Source: an optimization exercise on an open RTL-to-GDS flow (aim: small area). Production flows keep margins and buffers that such runs may drop. The RTL was checked by simulation tests, not by an equivalence proof against the original design.

==> flow/design.v <==
module Final_AXI_to_APB_Bridge #(
    parameter AXI_ADDR_WIDTH    = 32,
    parameter AXI_DATA_WIDTH    = 32,
    parameter AXI_MAX_BURST_LEN = 8,
    parameter AXI_BURST_WIDTH   = 2,
    parameter AXI_SIZE_WIDTH    = 3,
    parameter APB_ADDR_WIDTH    = 32,
    parameter APB_DATA_WIDTH    = 32
)(
    input  [AXI_ADDR_WIDTH-1:0]    AWADDR,
    input  [AXI_BURST_WIDTH-1:0]   AWBURST,
    input  [AXI_MAX_BURST_LEN-1:0] AWLEN,
    input                          AWVALID,
    output                         AWREADY,
    input  [AXI_ADDR_WIDTH-1:0]    ARADDR,
    input  [AXI_BURST_WIDTH-1:0]   ARBURST,
    input  [AXI_MAX_BURST_LEN-1:0] ARLEN,
    input                          ARVALID,
    output                         ARREADY,
    input  [AXI_DATA_WIDTH-1:0]    WDATA,
    input                          WVALID,
    input                          WLAST,
    input  [AXI_DATA_WIDTH/8-1:0]  WSTRB,
    output                         WREADY,
    output [AXI_DATA_WIDTH-1:0]    RDATA,
    output [1:0]                   RRESP,
    output                         RVALID,
    output                         RLAST,
    input                          RREADY,
    output [1:0]                   BRESP,
    output                         BVALID,
    input                          BREADY,
    input                          ACLK,
    input                          ARESETn,
    output [APB_ADDR_WIDTH-1:0]    PADDR,
    output                         PWRITE,
    output                         PSEL1,
    output                         PSEL2,
    output                         PSEL3,
    output                         PSEL4,
    output                         PENABLE,
    output [APB_DATA_WIDTH-1:0]    PWDATA,
    input  [APB_DATA_WIDTH-1:0]    PRDATA,
    input                          PREADY
);
    localparam [12:0] IDLE_WRITE        = 13'b0000000000001;
    localparam [12:0] READ_SETUP_M      = 13'b0000000000010;
    localparam [12:0] READ_SETUP_S      = 13'b0000000000100;
    localparam [12:0] READ_ACCESS_S     = 13'b0000000001000;
    localparam [12:0] READ_PREACCESS_M  = 13'b0000000010000;
    localparam [12:0] READ_ACCESS_M     = 13'b0000000100000;
    localparam [12:0] WRITE_SETUP_M     = 13'b0000001000000;
    localparam [12:0] WRITE_PREACCESS_M = 13'b0000010000000;
    localparam [12:0] WRITE_ACCESS_M    = 13'b0000100000000;
    localparam [12:0] WRITE_TERMINATE   = 13'b0001000000000;
    localparam [12:0] WRITE_SETUP_S     = 13'b0010000000000;
    localparam [12:0] WRITE_ACCESS_S    = 13'b0100000000000;
    localparam [12:0] IDLE_READ         = 13'b1000000000000;
    localparam READ_PRIORITY  = 1'b0;
    localparam WRITE_PRIORITY = 1'b1;
    reg  [12:0] current_state_write, next_state_write;
    reg  [12:0] current_state_read,  next_state_read;
    reg         current_arbiter_state, next_arbiter_state;
    reg  [AXI_MAX_BURST_LEN:0] Length_Of_Burst_Subordinate_write, Length_Of_Burst_Subordinate_write_next;
    reg  [AXI_MAX_BURST_LEN:0] Length_Of_Burst_Manager_write,     Length_Of_Burst_Manager_write_next;
    reg  [AXI_ADDR_WIDTH-1:0]  Address_Hold_Reg_write,            Address_Hold_Reg_write_next;
    reg  [AXI_ADDR_WIDTH-1:0]  Memory_Aligner_write,              Memory_Aligner_write_next;
    reg  [AXI_DATA_WIDTH-1:0]  write_buf;         
    reg  [APB_DATA_WIDTH-1:0]  pwdata_q, pwdata_c;
    reg                        wen_q, wen_c;      
    reg  [AXI_MAX_BURST_LEN:0] Length_Of_Burst_Subordinate_read, Length_Of_Burst_Subordinate_read_next;
    reg  [AXI_MAX_BURST_LEN:0] Length_Of_Burst_Manager_read,     Length_Of_Burst_Manager_read_next;
    reg  [AXI_ADDR_WIDTH-1:0]  Address_Hold_Reg_read,            Address_Hold_Reg_read_next;
    reg  [APB_DATA_WIDTH-1:0]  read_buf;          
    reg  [AXI_DATA_WIDTH-1:0]  rdata_q, rdata_c;
    reg                        ren_q, ren_c;      
    reg                        last_q, last_c;
    always @(*) begin
        next_arbiter_state = current_arbiter_state;
        case (current_arbiter_state)
            WRITE_PRIORITY: if (AWVALID && !ARVALID) next_arbiter_state = READ_PRIORITY;
            READ_PRIORITY:  if (ARVALID && !AWVALID) next_arbiter_state = WRITE_PRIORITY;
        endcase
    end
    wire addr_conflict = (AWADDR == ARADDR) ||
                         ((AWADDR <= 50) && (ARADDR <= 50)) ||
                         ((AWADDR >= 51) && (ARADDR >= 51) && (AWADDR <= 10) && (ARADDR <= 100)) ||
                         ((AWADDR >= 101) && (ARADDR >= 101) && (AWADDR <= 150) && (ARADDR <= 150)) ||
                         ((AWADDR >= 151) && (ARADDR >= 151) && (AWADDR <= 200) && (ARADDR <= 200));
    always @(posedge ACLK or negedge ARESETn) begin
        if (!ARESETn) begin
            current_arbiter_state             <= WRITE_PRIORITY;
            current_state_write               <= IDLE_WRITE;
            current_state_read                <= IDLE_READ;
            Length_Of_Burst_Manager_read      <= 0;
            Length_Of_Burst_Subordinate_read  <= 0;
            Length_Of_Burst_Manager_write     <= 0;
            Length_Of_Burst_Subordinate_write <= 0;
            Address_Hold_Reg_write            <= 0;
            Address_Hold_Reg_read             <= 0;
            Memory_Aligner_write              <= 0;
            wen_q                             <= 1'b0;
            ren_q                             <= 1'b0;
            last_q                            <= 1'b0;
        end else begin
            current_arbiter_state <= next_arbiter_state;
            if (current_arbiter_state == WRITE_PRIORITY && addr_conflict)
                current_state_write <= IDLE_WRITE;
            else
                current_state_write <= next_state_write;
            current_state_read                <= next_state_read;
            Length_Of_Burst_Manager_read      <= Length_Of_Burst_Manager_read_next;
            Length_Of_Burst_Subordinate_read  <= Length_Of_Burst_Subordinate_read_next;
            Length_Of_Burst_Manager_write     <= Length_Of_Burst_Manager_write_next;
            Length_Of_Burst_Subordinate_write <= Length_Of_Burst_Subordinate_write_next;
            Address_Hold_Reg_write            <= Address_Hold_Reg_write_next;
            Address_Hold_Reg_read             <= Address_Hold_Reg_read_next;
            Memory_Aligner_write              <= Memory_Aligner_write_next;
            wen_q                             <= wen_c;
            ren_q                             <= ren_c;
            last_q                            <= last_c;
        end
    end
    always @(posedge ACLK) begin
        pwdata_q <= pwdata_c;
        rdata_q  <= rdata_c;
        if (current_state_write == WRITE_ACCESS_M && Length_Of_Burst_Manager_write != 0)
            write_buf <= WDATA;
        if (current_state_read == READ_ACCESS_S && Length_Of_Burst_Subordinate_read != 0)
            read_buf <= PRDATA;
    end
    always @(*) begin
        next_state_write                       = current_state_write;
        Address_Hold_Reg_write_next            = Address_Hold_Reg_write;
        Length_Of_Burst_Manager_write_next     = Length_Of_Burst_Manager_write;
        Length_Of_Burst_Subordinate_write_next = Length_Of_Burst_Subordinate_write;
        Memory_Aligner_write_next              = Memory_Aligner_write;
        pwdata_c                               = pwdata_q;
        wen_c                                  = wen_q;
        case (current_state_write)
            IDLE_WRITE: begin
                pwdata_c                               = 0;
                wen_c                                  = 1'b0;
                Address_Hold_Reg_write_next            = 0;
                Length_Of_Burst_Manager_write_next     = 0;
                Length_Of_Burst_Subordinate_write_next = 0;
                Memory_Aligner_write_next              = 0;
                next_state_write = AWVALID ? WRITE_SETUP_M : IDLE_WRITE;
            end
            WRITE_SETUP_M: begin
                if (AWVALID) begin
                    Address_Hold_Reg_write_next            = AWADDR;
                    Length_Of_Burst_Subordinate_write_next = AWLEN + 1;
                    Length_Of_Burst_Manager_write_next     = AWLEN + 1;
                    Memory_Aligner_write_next              = AWADDR;
                    next_state_write = WRITE_PREACCESS_M;
                end else
                    next_state_write = IDLE_WRITE;
            end
            WRITE_PREACCESS_M: begin
                next_state_write = WVALID ? WRITE_ACCESS_M : WRITE_PREACCESS_M;
            end
            WRITE_ACCESS_M: begin
                if (Length_Of_Burst_Manager_write != 0) begin
                    if (WLAST || Length_Of_Burst_Manager_write == 1)
                        next_state_write = WRITE_TERMINATE;
                    else
                        next_state_write = WRITE_SETUP_S;
                    case (AWBURST)
                        2'b00: Address_Hold_Reg_write_next = AWADDR;
                        2'b01: Address_Hold_Reg_write_next = Address_Hold_Reg_write + 4;
                        2'b10: begin
                            Address_Hold_Reg_write_next = Address_Hold_Reg_write + 4;
                            if (Address_Hold_Reg_write >= AWADDR + AWLEN*4)
                                Address_Hold_Reg_write_next = AWADDR;
                        end
                        default: Address_Hold_Reg_write_next = AWADDR;
                    endcase
                    Length_Of_Burst_Manager_write_next = Length_Of_Burst_Manager_write - 1;
                end else
                    next_state_write = WRITE_TERMINATE;
            end
            WRITE_TERMINATE: begin
                next_state_write = BREADY ? WRITE_SETUP_S : WRITE_TERMINATE;
            end
            WRITE_SETUP_S: begin
                next_state_write = WRITE_ACCESS_S;
                pwdata_c         = write_buf;
                wen_c            = 1'b1;
            end
            WRITE_ACCESS_S: begin
                if (PREADY && Length_Of_Burst_Subordinate_write != 0) begin
                    if (Length_Of_Burst_Subordinate_write == 1)
                        next_state_write = IDLE_WRITE;
                    else
                        next_state_write = WRITE_ACCESS_M;
                    case (AWBURST)
                        2'b01: Memory_Aligner_write_next = Memory_Aligner_write + 4;
                        2'b10: begin
                            Memory_Aligner_write_next = Memory_Aligner_write + 4;
                            if (Memory_Aligner_write >= AWADDR + AWLEN*2)
                                Memory_Aligner_write_next = AWADDR;
                        end
                        default: Memory_Aligner_write_next = Memory_Aligner_write;
                    endcase
                    Length_Of_Burst_Subordinate_write_next = Length_Of_Burst_Subordinate_write - 1;
                end
            end
            default: next_state_write = IDLE_WRITE;
        endcase
    end
    always @(*) begin
        next_state_read                       = current_state_read;
        Address_Hold_Reg_read_next            = Address_Hold_Reg_read;
        Length_Of_Burst_Subordinate_read_next = Length_Of_Burst_Subordinate_read;
        Length_Of_Burst_Manager_read_next     = Length_Of_Burst_Manager_read;
        rdata_c                               = rdata_q;
        ren_c                                 = ren_q;
        last_c                                = last_q;
        case (current_state_read)
            IDLE_READ: begin
                rdata_c                               = 0;
                ren_c                                 = ARVALID;
                last_c                                = 1'b0;
                Address_Hold_Reg_read_next            = 0;
                Length_Of_Burst_Subordinate_read_next = 0;
                Length_Of_Burst_Manager_read_next     = 0;
                next_state_read = ARVALID ? READ_SETUP_M : IDLE_READ;
            end
            READ_SETUP_M: begin
                if (ARVALID) begin
                    Address_Hold_Reg_read_next            = ARADDR;
                    Length_Of_Burst_Subordinate_read_next = ARLEN + 1;
                    Length_Of_Burst_Manager_read_next     = ARLEN + 1;
                    next_state_read = READ_SETUP_S;
                end else
                    next_state_read = IDLE_READ;
            end
            READ_SETUP_S: begin
                next_state_read = PREADY ? READ_ACCESS_S : READ_SETUP_S;
            end
            READ_ACCESS_S: begin
                if (Length_Of_Burst_Subordinate_read != 0) begin
                    case (ARBURST)
                        2'b01: Address_Hold_Reg_read_next = Address_Hold_Reg_read + 4;
                        2'b10: begin
                            Address_Hold_Reg_read_next = Address_Hold_Reg_read + 4;
                            if (Address_Hold_Reg_read >= ARADDR + ARLEN*2)
                                Address_Hold_Reg_read_next = ARADDR;
                        end
                        default: Address_Hold_Reg_read_next = Address_Hold_Reg_read;
                    endcase
                    Length_Of_Burst_Subordinate_read_next = Length_Of_Burst_Subordinate_read - 1;
                    next_state_read = READ_PREACCESS_M;
                end else
                    next_state_read = READ_ACCESS_M;
            end
            READ_PREACCESS_M: begin
                next_state_read = RREADY ? READ_ACCESS_M : READ_PREACCESS_M;
            end
            READ_ACCESS_M: begin
                if (Length_Of_Burst_Manager_read != 0) begin
                    if (Length_Of_Burst_Manager_read == 1) begin
                        last_c          = 1'b1;
                        next_state_read = IDLE_READ;
                    end else
                        next_state_read = READ_ACCESS_S;
                    rdata_c = read_buf;
                    Length_Of_Burst_Manager_read_next = Length_Of_Burst_Manager_read - 1;
                end else
                    next_state_read = IDLE_READ;
            end
            default: next_state_read = IDLE_READ;
        endcase
    end
    wire apb_active = (current_state_read  == READ_SETUP_S)  ||
                      (current_state_read  == READ_ACCESS_M) ||
                      (current_state_read  == READ_ACCESS_S) ||
                      (current_state_write == WRITE_SETUP_S) ||
                      (current_state_write == WRITE_ACCESS_S);
    wire sel_on = !last_c && apb_active;
    wire write_apb = (current_state_write == WRITE_ACCESS_S) || (current_state_write == WRITE_SETUP_S);
    assign ARREADY = (current_state_read == READ_SETUP_M);
    assign PADDR   = ((wen_c || (ren_c && write_apb)) && (current_state_read != READ_ACCESS_M)) ?
                     Memory_Aligner_write : Address_Hold_Reg_read;
    assign PSEL1   = sel_on && ((Address_Hold_Reg_write <= 50) || (Address_Hold_Reg_read <= 50));
    assign PSEL2   = sel_on && ((Address_Hold_Reg_write >= 51  && Address_Hold_Reg_write <= 100) ||
                                (Address_Hold_Reg_read  >= 51  && Address_Hold_Reg_read  <= 100));
    assign PSEL3   = sel_on && ((Address_Hold_Reg_write >= 101 && Address_Hold_Reg_write <= 150) ||
                                (Address_Hold_Reg_read  >= 101 && Address_Hold_Reg_read  <= 150));
    assign PSEL4   = sel_on && ((Address_Hold_Reg_write >= 151 && Address_Hold_Reg_write <= 200) ||
                                (Address_Hold_Reg_read  >= 151 && Address_Hold_Reg_read  <= 200));
    assign PWRITE  = write_apb;
    assign PENABLE = (current_state_read == READ_ACCESS_S) || (current_state_write == WRITE_ACCESS_S);
    assign PWDATA  = pwdata_c;
    assign RDATA   = rdata_c;
    assign RRESP   = last_c ? 2'd0 : 2'd1;
    assign RLAST   = (RRESP != 2'd0) && last_c && RREADY;
    assign RVALID  = (current_state_read == READ_ACCESS_M);
    assign AWREADY = (current_state_write == WRITE_SETUP_M);
    assign WREADY  = (current_state_write == WRITE_ACCESS_M);
    assign BVALID  = (current_state_write == WRITE_TERMINATE);
    assign BRESP   = (current_state_write == WRITE_TERMINATE) ? 2'd0 : 2'd1;
endmodule
==> flow/run.sh <==
#!/bin/bash
# synth_recipe.tcl (not shown) runs the flow's synth.tcl, then flattens the netlist and writes it again
# the make line also repeats each setting of config.mk as NAME=value (left out here)
make -C /OpenROAD-flow-scripts/flow DESIGN_CONFIG=/design/flow/config.mk WORK_HOME=/design/flow/orfs CLKGATE_MAP_FILE= SYNTH_SCRIPT=/design/flow/synth_recipe.tcl finish
==> flow/config.mk <==
export PLATFORM = sky130hd
export DESIGN_NAME = Final_AXI_to_APB_Bridge
export DESIGN_NICKNAME = Final_AXI_to_APB_Bridge
export VERILOG_FILES = /design/flow/design.v
export SDC_FILE = /design/flow/constraint.sdc
export NUM_CORES = 4
export LEC_CHECK = 0
export CAP_MARGIN = 20
export CORE_MARGIN = 2
export CORE_UTILIZATION = 40
export PLACE_DENSITY = 0.6
export SLEW_MARGIN = 20
==> flow/constraint.sdc <==
create_clock -name core_clock -period 6.0 [get_ports {ACLK}]
set_input_delay 1.2000 -clock core_clock [delete_from_list [all_inputs] [get_ports {ACLK}]]
set_output_delay 1.2000 -clock core_clock [all_outputs]
set_load 0.01 [all_outputs]
==> impl_metrics.tcl <==
set metrics [dict create \
    critPathArrivalTime_ns 5.99 \
    crit_required_ns 6.44 \
    max_stage_delay_ns 0.47 \
    rsz0062_at_grt "no" \
    report.final.setup_viol 0 \
    min-delay-path-class "flip-flop to flip-flop" \
    die_w_um 224.1 \
    final_common_cell "nand2_1" \
    finalHoldViolations 0 \
    overflow 0 \
    wirelength_um 66000 \
    vias_per_cell 5.883 \
    postPlaceCellArea_um2 23270 \
    hold_path_startpoint "pwdata_q[14]$_DFF_P_" \
    ys_seq_area_frac 0.3580 \
    wl_per_cell_um 20.97 \
    dp_hpwl_um 49770 \
    power.total_mw 7.767 \
    coreArea_um2 47750 \
    clock_sinks 277 \
    hold_depth 1 \
    cp.depth 20 \
    reg2reg_from "current_state_write[7]$_DFFE_PN0P_" \
    grt_pass1_wl_um 101700 \
    ios 273 \
    cap_violations 0 \
    synth_top_family_by_area "simple AND/OR/NAND/NOR gates" \
    worst_pin_slew_ns 1.030 \
    relSlewSlack 0.3136 \
    min_to "pwdata_q[14]$_DFF_P_" \
    cts_setup_buffers 0 \
    ant_nets 0 \
    grt_pass1_vias 17930 \
    synthAdderAreaFrac 0.09534 \
    power_density_nw_per_um2 317.7 \
    area_delta_synth_final_pct 26.20 \
    layout_common_cells "274 x nand2_1, 264 x clkdlybuf4s50_1, 187 x o21ai_0" \
    synth_compound_area_frac 0.2066 \
    antenna_found_initial 2 \
    yosys.area_share.simple 0.2139 \
    synth_xor_area_frac 0.06330 \
    clkTransAtPathRegs_ns 0.06 \
    synth-edff-count 64 \
    dieArea_um2 50200 \
    start_util 0.4057 \
    port_buffers 265 \
    fp-row-count 80 \
    yosys.area.top_type_share 0.1886 \
    finalCritPeriodShare 0.9258 \
    timing.rr.end "Address_Hold_Reg_write[30]$_DFFE_PN0P_" \
    rrSetupSlack_ns 2.24 \
    htree_levels 2 \
    grt_usage 0.2564 \
    clock_latency_ns 0.56 \
    setup.worst_path.class "primary input to flip-flop" \
    start_kind "primary input" \
    layout.nets 2811 \
    worst_setup_path_end_kind "flip-flop" \
    synthMuxAreaShare 0.02015 \
    synth.largest_area_cell "dfrtp_1" \
    crit_slowest_cell "clkdlybuf4s50_1" \
    cts_buffer_depth 3 \
    crit_family "compound AO/OA/AOI/OAI gates" \
    drive_gt1_frac 0.1027 \
    finalClockSkew_ns 0.01624 \
    finalCoreUtilization 0.5120 \
    status "timing/DRC/antenna clean" \
    hold_slack_ns 0.4688 \
    power_leakage_nw 9.827 \
    crit_fanout 28 \
    period_needed_ns 5.555 \
    grt_start_max_net_pins 74 \
    syn_area_per_cell_um2 8.749 \
    worst-path-buf-inv 3 \
    crit_chain "clkdlybuf4s50_1 > ha_1 > fa_1 > a21o_1 > a21oi_1 > o21bai_1 > a21oi_1 > o21ai_0 > and2_1 > nand4_1 > xor2_1 > ha_1 > and4_1 > a221oi_1 > o21ai_0 > nor2_2 > buf_12 > o31ai_4 > buf_12 > a221o_1" \
    final_cells 3148 \
    yosys_register_bits 277 \
    root_buffer "clkbuf_16" \
    cts_tree "done" \
    ir_worst_vdd_uv 249.0 \
    ys.flop_type "dfrtp_1" \
    netlist_area_um2 19370 \
    synthArstFlopShare 0.5379 \
    final_area_um2 24450 \
    dp.cells 3083 \
    drt_iter0_drc 1623 \
    die_y_um 224.1 \
    drcViolationCount 0 \
    finalWeightedCongestion 0.9399 \
    fill_cells 4430 \
    fmax_mhz 180.0 \
    via_count 18520 \
    ys_warn_count 1 \
    synth.area.top_cells "dfrtp_1 19%, edfxtp_1 9.9%, ha_1 9.2%, dfxtp_1 6.6%, nand2_1 5.3%" \
    firstDrtPassIters 5 \
    final_max_slew_viol_count 0 \
    ys_types 97 \
    numCtsBuffers 35 \
    rr_worst_depth 9 \
    netlist_instances 2214 \
]
worst max path at each step:
stage / to / from / slack, ns
finish: Address_Hold_Reg_read[23]$_DFFE_PN0P_ / ARADDR[1] / 0.45
global route: Address_Hold_Reg_write[26]$_DFFE_PN0P_ / AWLEN[0] / 0.02
CTS: Address_Hold_Reg_read[26]$_DFFE_PN0P_ / ARADDR[1] / 0.43
detailed placement: Address_Hold_Reg_read[23]$_DFFE_PN0P_ / ARADDR[1] / -0.12
global placement: Address_Hold_Reg_write[11]$_DFFE_PN0P_ / AWLEN[0] / -0.05
floorplan: Address_Hold_Reg_read[28]$_DFFE_PN0P_ / ARADDR[1] / 0.83
state kept, by name, indices dropped and copies added (netlist names), 6 cells and up:
name                               count
Length_Of_Burst_Manager_write          9
Length_Of_Burst_Subordinate_write      9
read_buf                              32
Address_Hold_Reg_read                 32
Length_Of_Burst_Manager_read           9
current_state_read                     6
Memory_Aligner_write                  32
Length_Of_Burst_Subordinate_read       9
rdata_q                               32
pwdata_q                              32
Address_Hold_Reg_write                32
write_buf                             32
current_state_write                    7
metrics by stage:
stage / setup WS [ns] / TNS (ns)
after global placement: -0.04872 / -0.5250
after global routing: 0.01636 / 0
final: 0.4450 / 0
after CTS: 0.4275 / 0
after floorplan: 0.8284 / 0
after detailed placement: -0.1244 / -3.008
cell families after synthesis:
group | Yosys count
compound gates | 603
xor+xnor | 140
fa+ha+maj | 146
buf+inv | 198
flops | 277
mux | 35
other cells | 1
simple gates | 814
cells in the mapped netlist (32+ instances only):
| cell | count |
|---|---|
| nand2_1 | 274 |
| and3_1 | 37 |
| xor2_1 | 79 |
| nand4_1 | 34 |
| mux2_2 | 32 |
| nand3_1 | 92 |
| nor2_1 | 129 |
| edfxtp_1 | 64 |
| a22o_1 | 48 |
| ha_1 | 142 |
| nor4_1 | 46 |
| inv_1 | 64 |
| clkbuf_1 | 93 |
| nor3_1 | 46 |
| xnor2_1 | 61 |
| o21ai_0 | 187 |
| dfrtp_1 | 146 |
| a21oi_1 | 143 |
| dfxtp_1 | 64 |
report_power, final:
part	internal (mW)	switching (mW)
Sequential	2.17	0.447
Clock	1.28	0.880
Combinational	1.19	1.79
cell type report:
class / instances / area (um2) / share of cell area
diodes: 2 / 5.005 / 0.0002047
clock buffers: 49 / 978.4 / 0.04002
clock inverters: 14 / 190.2 / 0.007780
inverters: 66 / 247.7 / 0.01013
multi-input cells: 1741 / 11690 / 0.4780
flip-flops and latches: 277 / 6935 / 0.2837
well taps: 615 / 769.5 / 0.03148
repair buffers: 384 / 3635 / 0.1487
routing by layer:
metal,GRT usage,vias up,routed length (um)
li1,-,8740,-
met1,0.3498,8944,29220
met2,0.4095,703,30420
met3,0.04224,134,4282
met4,0.09290,0,2079
met5,0,-,0
timing repair:
| item | CTS | global route |
|---|---|---|
| endpoints found under the setup margin | 0 | 2 |
| hold buffers | 0 | 0 |
| gates resized for setup | 0 | 1 |

==> port drivers added, routing unchanged <==
How much do the figures lean on ideal ports? The routed layout below was timed once more, with nothing changed but the port constraints. Step 1 (the two cells are an assumption about what drives the block):
set clk [get_ports {ACLK}]
set_driving_cell -lib_cell sky130_fd_sc_hd__clkbuf_16 $clk
set_driving_cell -lib_cell sky130_fd_sc_hd__buf_2 [delete_from_list [all_inputs] $clk]
Step 2 adds t to the input delays and takes it off the output delays; t is the mean of the earliest and latest rising clock arrival at the registers after step 1. Input paths then give back, and output paths get back, about the clock's delay inside the block. Three values: ideal ports, drivers, drivers and shift; two values: the first two.
t, ns: 0.607
slack for setup (ns): 0.445 / 0.468 / -0.139
slew at the worst register clock pin (ns): 0.06 / 0.06
worst slew at a driven data input, ns: 0.16
Met with ideal ports but missed after step 2: setup timing in this run. The setup slack of this run moves by +0.023 ns with the drivers and by -0.584 ns with both steps.
